This design comes from an exercise in tuning for small area on the open sky130 flow, not from production work.
Only simulation tests tie the RTL to the original design; equivalence was not proved.
Power is estimated from default activity; no workload was simulated.

==> run G: inputs <==
==> flow/design.v <==
module main (
    input  wire       clk,
    input  wire       rst,
    input  wire [3:0] col_data,
    output wire [2:0] col_power,
    output wire       led_green,
    output wire       led_blue,
    output wire       led_red,
    output wire       led
);
    reg [7:0] cnt;
    reg [7:0] duty_r, duty_g, duty_b;
    reg       out_r, out_g, out_b;
    function lt8(input [7:0] a, input [7:0] b);
        integer i;
        reg l;
        begin
            l = 1'b0;
            for (i = 0; i < 8; i = i + 1)
                l = (a[i] ^ b[i]) ? b[i] : l;
            lt8 = l;
        end
    endfunction
    reg       dv;     
    always @(posedge clk) begin
        cnt   <= rst ? 8'd0 : cnt + 8'd1;
        out_r <= ~rst & dv & lt8(cnt, duty_r);
        out_g <= ~rst & dv & lt8(cnt, duty_g);
        out_b <= ~rst & dv & lt8(cnt, duty_b);
        dv    <= ~rst & (dv | wrap);
    end
    assign led_red   = ~out_r;
    assign led_green = ~out_g;
    assign led_blue  = ~out_b;
    assign led       = dv & (|duty_b);
    reg  [4:0] qa;
    reg  [17:0] qb;
    reg  [14:0] qc;
    wire a_end = (qa == 5'd20);
    wire b_end = (qb == 18'd54661);
    wire c_end = (qc == 15'd1493);
    always @(posedge clk) begin
        qa <= (rst | a_end) ? 5'd0 : {~qa[3:0], (qa[4] ^ qa[2])};
        qb <= (rst | b_end) ? 18'd0 : {~qb[16:0], (qb[17] ^ qb[10])};
        qc <= (rst | c_end) ? 15'd0 : {~qc[13:0], (qc[14] ^ qc[13])};
    end
    wire wrap = a_end & b_end;                  
    wire send = a_end & c_end;                  
    wire sclr = rst | send;
    wire smp  = (qa == 5'd15) & (qc == 15'd30026);    
    reg       st;     
    reg       sd;     
    reg       pw;     
    reg       fp;     
    reg [1:0] col;    
    always @(posedge clk) begin
        st  <= sclr;
        sd  <= ~rst & smp;
        pw  <= ~rst & ~sd & (st | pw);
        fp  <= ~smp & (rst | fp);
        col <= rst ? 2'd0 : st ? (col == 2'd2 ? 2'd0 : col + 2'd1) : col;
    end
    assign col_power = pw ? {col == 2'd2, col == 2'd1, col == 2'd0} : 3'b000;
    reg  [7:0] c0, c1, c2;
    wire [7:0] v = fp ? 8'd0 : c0;
    wire [3:0] k = smp ? col_data : 4'd0;
    wire       up  = k[3] | k[2];
    wire       dn  = ~up & (k[1] | k[0]);
    wire       big = k[3] | (dn & ~k[1]);
    wire [7:0] w   = v ^ {8{dn}};
    wire [8:0] p;
    assign p[0] = (up | dn) & ~big;
    assign p[1] = p[0] & w[0];
    assign p[2] = ((up | dn) & big) | (p[1] & w[1]);
    genvar gi;
    generate for (gi = 2; gi < 8; gi = gi + 1) begin : g_p
        assign p[gi+1] = p[gi] & w[gi];
    end endgenerate
    wire [7:0] nv  = p[8] ? {8{up}} : (v ^ p[7:0]);
    always @(posedge clk) begin
        c0 <= c1;
        c1 <= c2;
        c2 <= nv;
    end
    reg [7:0] pub_r, pub_g, pub_b;
    always @(posedge clk)
        if (st & (col == 2'd0)) begin
            pub_r <= c0;
            pub_g <= c1;
            pub_b <= c2;
        end
    always @(posedge clk)
        if (wrap) begin
            duty_r <= pub_r; duty_g <= pub_g; duty_b <= pub_b;
        end
endmodule
==> flow/run.sh <==
#!/bin/bash
# synth_recipe.tcl (not shown) runs the flow's synth.tcl, then flattens the netlist and writes it again
# the make line also repeats each setting of config.mk as NAME=value (left out here)
make -C /OpenROAD-flow-scripts/flow DESIGN_CONFIG=/design/flow/config.mk WORK_HOME=/design/flow/orfs CLKGATE_MAP_FILE= SYNTH_SCRIPT=/design/flow/synth_recipe.tcl finish
==> flow/config.mk <==
export PLATFORM = sky130hd
export DESIGN_NAME = main
export DESIGN_NICKNAME = main
export VERILOG_FILES = /design/flow/design.v
export SDC_FILE = /design/flow/constraint.sdc
export NUM_CORES = 4
export LEC_CHECK = 0
export ABC_AREA = 1
export CAP_MARGIN = 20
export CORE_MARGIN = 2
export CORE_UTILIZATION = 40
export SLEW_MARGIN = 20
==> flow/constraint.sdc <==
create_clock -name core_clock -period 10.0 [get_ports {clk}]
set_input_delay 2.0000 -clock core_clock [delete_from_list [all_inputs] [get_ports {clk}]]
set_output_delay 2.0000 -clock core_clock [all_outputs]
set_load 0.01 [all_outputs]
==> run Z (differences from run G) <==
--- a/flow/design.v
+++ b/flow/design.v
@@ -34,19 +34,15 @@
     assign led_blue  = ~out_b;
     assign led       = dv & (|duty_b);
-    reg  [4:0] qa;
-    reg  [17:0] qb;
-    reg  [14:0] qc;
-    wire a_end = (qa == 5'd20);
-    wire b_end = (qb == 18'd54661);
-    wire c_end = (qc == 15'd1493);
-    always @(posedge clk) begin
-        qa <= (rst | a_end) ? 5'd0 : {~qa[3:0], (qa[4] ^ qa[2])};
-        qb <= (rst | b_end) ? 18'd0 : {~qb[16:0], (qb[17] ^ qb[10])};
-        qc <= (rst | c_end) ? 15'd0 : {~qc[13:0], (qc[14] ^ qc[13])};
-    end
-    wire wrap = a_end & b_end;                  
-    wire send = a_end & c_end;                  
+    reg  [21:0] dq;
+    wire wrap = (dq == 22'd2425297);
+    wire dclr = rst | wrap;
+    always @(posedge clk)
+        dq <= dclr ? 22'd0 : {~dq[20:0], (dq[21] ^ dq[20])};
+    reg  [18:0] sq;
+    wire smp  = (sq == 19'd298127);
+    wire send = (sq == 19'd386640);
     wire sclr = rst | send;
-    wire smp  = (qa == 5'd15) & (qc == 15'd30026);    
+    always @(posedge clk)
+        sq <= sclr ? 19'd0 : {~sq[17:0], (sq[18] ^ sq[17] ^ sq[16] ^ sq[13])};
     reg       st;     
     reg       sd;     
@@ -68,14 +64,7 @@
     wire       dn  = ~up & (k[1] | k[0]);
     wire       big = k[3] | (dn & ~k[1]);
-    wire [7:0] w   = v ^ {8{dn}};
-    wire [8:0] p;
-    assign p[0] = (up | dn) & ~big;
-    assign p[1] = p[0] & w[0];
-    assign p[2] = ((up | dn) & big) | (p[1] & w[1]);
-    genvar gi;
-    generate for (gi = 2; gi < 8; gi = gi + 1) begin : g_p
-        assign p[gi+1] = p[gi] & w[gi];
-    end endgenerate
-    wire [7:0] nv  = p[8] ? {8{up}} : (v ^ p[7:0]);
+    wire [8:0] d   = {{6{dn}}, dn | (up & big), dn & ~big, (up | dn) & ~big};
+    wire [8:0] sum = {1'b0, v} + d;
+    wire [7:0] nv  = sum[8] ? {8{up}} : sum[7:0];
     always @(posedge clk) begin
         c0 <= c1;
--- a/flow/config.mk
+++ b/flow/config.mk
@@ -6,5 +6,4 @@
 export NUM_CORES = 4
 export LEC_CHECK = 0
-export ABC_AREA = 1
 export CAP_MARGIN = 20
 export CORE_MARGIN = 2
==> summary of the runs <==
Against run G, the clock skew of run Z is higher by 2.8 ps. Between run G and run Z, the lower flip-flop and latch count is in run G (gap 3). In run G the register-to-register slack is higher than in run Z, by 1100 ps. Against run G, the final cell count of run Z is lower by 7.6%. Between run Z and run G, the lower area after synthesis is in run G (gap 4.8%, measured against run G). Of run G and run Z, run G has the higher via count (gap 3.3%, measured against run Z). Worst hold slack: run Z is better than run G (3.9 ps).
==> figures <==
metric	run G	run Z
Die Y	111 um	114 um
Status	finished clean	finished clean
Worst Setup Slack, final	6170 ps	5370 ps
Largest incremental delay on the critical path	500 ps	510 ps
Seq_cells	128	131
Worst Max-Slew Pin Slew	519 ps	912 ps
Clock latency on the worst-skew pair	410 ps	400 ps
Area share of the leading cell type in the synthesized netlist	34.9%	34.6%
Compound-gate portion of the synthesized area	4.83%	8.67%
Count of inserted tapcells	143	147
Vias	2907	2814
M3 GR Usage	5.08%	3.99%
Pint	0.924 mW	0.936 mW
Shortest period the worst path allows	3830 ps	4630 ps
Vias in the first global route	2898	2797
Detailed-route wire length on metal 1	3670 um	3570 um

==> umber <==
Another version of the RTL of main (not shown whole).
==> module main, before the edit <==
module main (
    input  wire       clk,
    input  wire       rst,
    input  wire [3:0] col_data,
    output wire [2:0] col_power,
    output wire       led_green,
    output wire       led_blue,
    output wire       led_red,
    output wire       led
);
    reg  [4:0] qa;
    reg  [17:0] qb;
    reg  [14:0] qc;
    wire a_end = ((qa & 5'd25) == 5'd16);
    wire b_end = ((qb & 18'd245215) == 18'd38277);
    wire c_end = ((qc & 15'd30463) == 15'd1237);
    always @(posedge clk) begin
        qa <= (rst | a_end) ? 5'd0 : {~qa[3:0], (qa[4] ^ qa[2])};
        qb <= (rst | b_end) ? 18'd0 : {~qb[16:0], (qb[17] ^ qb[10])};
        qc <= (rst | c_end) ? 15'd0 : {~qc[13:0], (qc[14] ^ qc[13])};
    end
    wire wrap = a_end & b_end;                  
    wire send = a_end & c_end;                  
    wire smp  = ((qa & 5'd7) == 5'd7) & ((qc & 15'd32575) == 15'd29962);    
    reg       st;     
    reg       sd;     
    reg       pw;     
    reg       fp;     
    reg [1:0] col;    
    always @(posedge clk) begin
        st  <= rst | send;
        sd  <= ~rst & smp;
        pw  <= ~rst & ~sd & (st | pw);
        fp  <= ~smp & (rst | fp);
        col <= rst ? 2'd0 : st ? (col == 2'd2 ? 2'd0 : col + 2'd1) : col;
    end
    assign col_power = pw ? {col == 2'd2, col == 2'd1, col == 2'd0} : 3'b000;
    reg [2:0] h;                  
    reg [7:0] v0, v1, v2;         
    reg [2:0] o0, o1, o2;         
    reg [7:0] d0, d1, d2;         
    wire       k_act = |col_data;
    wire       k_up  = col_data[3] | col_data[2];
    wire       k_big = col_data[3] | (~col_data[2] & ~col_data[1]);
    wire       win = pw & (col == 2'd1);
    wire       act = (o0[2] | fp) & win;
    wire       up  = o0[1] & ~fp;
    wire       big = o0[0];
    wire       dn  = act & ~up;
    wire [7:0] w   = v0 ^ {8{dn}};
    wire [8:0] p;
    assign p[0] = act & ~big;
    assign p[1] = p[0] & w[0];
    assign p[2] = (act & big) | (p[1] & w[1]);
    genvar gi;
    generate for (gi = 2; gi < 8; gi = gi + 1) begin : g_p
        assign p[gi+1] = p[gi] & w[gi];
    end endgenerate
    wire [7:0] nv  = p[8] ? {8{up}} : (v0 ^ p[7:0]);
    always @(posedge clk) begin
        h  <= rst ? 3'b001 : {h[0], h[2:1]};
        v0 <= v1;
        v1 <= v2;
        v2 <= nv;
        o0 <= o1;
        o1 <= o2;
        o2 <= smp ? {k_act, k_up, k_big} : {o0[2] & ~win, o0[1:0]};
        d0 <= wrap ? ~v1 : d1;
        d1 <= wrap ? ~v2 : d2;
        d2 <= wrap ? ~v0 : d0;
    end
    function lt8(input [7:0] a, input [7:0] b);
        integer i;
        reg l;
        begin
            l = 1'b0;
            for (i = 0; i < 8; i = i + 1)
                l = (a[i] ^ b[i]) ? b[i] : l;
            lt8 = l;
        end
    endfunction
    reg  [7:0] cnt;
    reg        dv;    
    reg        out_r, out_g, out_b;    
    wire       l0 = lt8(cnt, ~d0);
    wire       l1 = lt8(cnt, ~d1);
    wire       l2 = lt8(cnt, ~d2);
    always @(posedge clk) begin
        cnt   <= rst ? 8'd0 : cnt + 8'd1;
        dv    <= ~rst & (dv | wrap);
        out_r <= ~(~rst & dv & (h[0] & l0 | h[1] & l1 | h[2] & l2));
        out_g <= ~(~rst & dv & (h[0] & l1 | h[1] & l2 | h[2] & l0));
        out_b <= ~(~rst & dv & (h[0] & l2 | h[1] & l0 | h[2] & l1));
    end
    assign led_red   = out_r;
    assign led_green = out_g;
    assign led_blue  = out_b;
    assign led       = dv & (h[0] & (~&d2) | h[1] & (~&d0) | h[2] & (~&d1));
endmodule
Settings: LEC_CHECK=0, ABC_AREA=1, CAP_MARGIN=20, CORE_MARGIN=2, CORE_UTILIZATION=40, SLEW_MARGIN=20; clock period 10.0 ns.
standard.sh (not shown) runs the stock make flow with config.mk's settings and CLKGATE_MAP_FILE= SYNTH_SCRIPT=/design/flow/synth_recipe.tcl, a recipe that flattens the netlist after the stock synthesis.
==> flow/flow/run.sh <==
#!/bin/bash
# The standard layout (standard.sh) with three changes:
#  - ABC maps for area only (flow/abc_area.script: no buffering or upsizing in
#    synthesis; the placer's repair still fixes slew, capacitance and timing);
#  - clock tree of clkbuf_4 without dummy loads;
#  - port buffers are buf_1.
# Everything else, the synthesis script included, is ORFS's own.
set -euo pipefail
W=$(pwd)
rm -rf "$W/scripts"
cp -r "$FLOW_HOME/scripts" "$W/scripts"
cp "$W/flow/abc_area.script" "$W/scripts/abc_area.script"
export SCRIPTS_DIR="$W/scripts"
export CTS_ARGS="-sink_clustering_enable -repair_clock_nets -dont_use_dummy_load -buf_list sky130_fd_sc_hd__clkbuf_4"
export BUFFER_PORTS_ARGS="-buffer_cell sky130_fd_sc_hd__buf_1"
bash standard.sh > "$W/standard.log" 2>&1
==> flow/flow/abc_area.script <==
strash
dch -f
map -a
strash
dch -f
map -a
strash
dch -f
map -a
topo
==> delta: changes against umber <==
--- a/flow/design.v
+++ b/flow/design.v
@@ -12,7 +12,7 @@
     reg  [17:0] qb;
     reg  [14:0] qc;
-    wire a_end = ((qa & 5'd25) == 5'd16);
-    wire b_end = ((qb & 18'd245215) == 18'd38277);
-    wire c_end = ((qc & 15'd30463) == 15'd1237);
+    wire a_end = (qa == 5'd20);
+    wire b_end = (qb == 18'd54661);
+    wire c_end = (qc == 15'd1493);
     always @(posedge clk) begin
         qa <= (rst | a_end) ? 5'd0 : {~qa[3:0], (qa[4] ^ qa[2])};
@@ -22,5 +22,5 @@
     wire wrap = a_end & b_end;                  
     wire send = a_end & c_end;                  
-    wire smp  = ((qa & 5'd7) == 5'd7) & ((qc & 15'd32575) == 15'd29962);    
+    wire smp  = (qa == 5'd15) & (qc == 15'd30026);    
     reg       st;     
     reg       sd;     
==> flow/run.sh (new file) <==
#!/bin/bash
# synth_recipe.tcl (not shown) runs the flow's synth.tcl, then flattens the netlist and writes it again
# the make line also repeats each setting of config.mk as NAME=value (left out here)
make -C /OpenROAD-flow-scripts/flow DESIGN_CONFIG=/design/flow/config.mk WORK_HOME=/design/flow/orfs CLKGATE_MAP_FILE= SYNTH_SCRIPT=/design/flow/synth_recipe.tcl finish
--- a/flow/config.mk
+++ b/flow/config.mk
@@ -10,3 +10,4 @@
 export CORE_MARGIN = 2
 export CORE_UTILIZATION = 40
+export CTS_BUF_LIST = sky130_fd_sc_hd__clkbuf_4
 export SLEW_MARGIN = 20
removed: flow/flow/run.sh
removed: flow/flow/abc_area.script
removed: flow/standard.sh
==> summary.txt <==
Worst setup path
  – Worst path depth: 14
  – Crit Path Class: reg2reg
  – Start point of the critical path: col[0]$_SDFFE_PP0P_

Layout
  – Final cell count without fillers: 541
  – ClkCell Share: 0.0314

STA
  – Slack of the critical path: 6.33 ns
  – Crit path time final: 3.67 ns
  – Clock Skew: 0.0354 ns
  – FMAX: 273 MHz
  – Slew HR: 0.425

Run status
  – Status: finished clean

Floorplan
  – # Taps: 111

Global routing
  – First-pass GRT wire length: 12300 µm

Synth
  – Synth Area in Adders: 0.00335
  – Ranking of synthesized cells by area: dfxtp_1 (62%), nor2_1 (6.9%), o21ai_0 (5.8%)

Placed design
  – Post-DP Area: 3940 µm²

Detailed routing
  – Met2 wire length: 3540 µm
That was umber.
==> summary.txt <==
Run status
  – Status: finished clean

Detailed routing
  – Met2 wire length: 3440 µm

Layout
  – ANT cells: 1
  – ClkCell Share: 0.0693
  – Final cell count without fillers: 684

Worst setup path
  – Crit Path Class: reg2out
  – Start point of the critical path: d0[0]$_DFF_P_
  – Worst path depth: 6

Floorplan
  – # Taps: 136

Synth
  – Synth Area in Adders: 0.00292
  – Ranking of synthesized cells by area: dfxtp_1 (54%), nand2_1 (10%), nor2_1 (6.1%)

STA
  – Crit path time final: 3.89 ns
  – Slack of the critical path: 6.11 ns
  – Slew HR: 0.653
  – Clock Skew: 0.0229 ns

Placed design
  – Post-DP Area: 4530 µm²

Global routing
  – First-pass GRT wire length: 13400 µm
That was delta.

## afterwards: timing with drivers on the ports
The flow's constraints put no driver on any port. The routed layouts listed below were extracted and timed again, unchanged, in two steps.
Step 1 assumes that a clkbuf_16 drives the clock port and a buf_2 every other input.
Step 2 moves the port delays by t, midway between the first and last clock arrival at a register: inputs arrive t later, outputs are due t later. That takes back most of the time a late clock gives input paths.
Three values: ideal ports, drivers, drivers and shift; two values: the first two.
run | t (ns) | slack for setup (ns) | clock arrival spread, ns | worst data-port slew with drivers (ns) | pins driven straight from the clock port
run G | 0.439 | 6.170 / 6.135 / 6.055 | 0.007 / 0.007 | 0.04 | 1
run Z | 0.440 | 5.373 / 5.391 / 4.951 | 0.008 / 0.009 | 0.03 | 1
umber | 0.494 | 6.331 / 6.331 / 6.263 | 0.044 / 0.044 | 0.04 | 1
delta | 0.528 | 6.109 / 6.075 / 6.240 | 0.023 / 0.023 | 0.03 | 1
After both steps setup and hold are still met in every run listed. The setup slack of run Z, which loses most, moves by +0.018 ns with the drivers and by -0.422 ns with both steps.
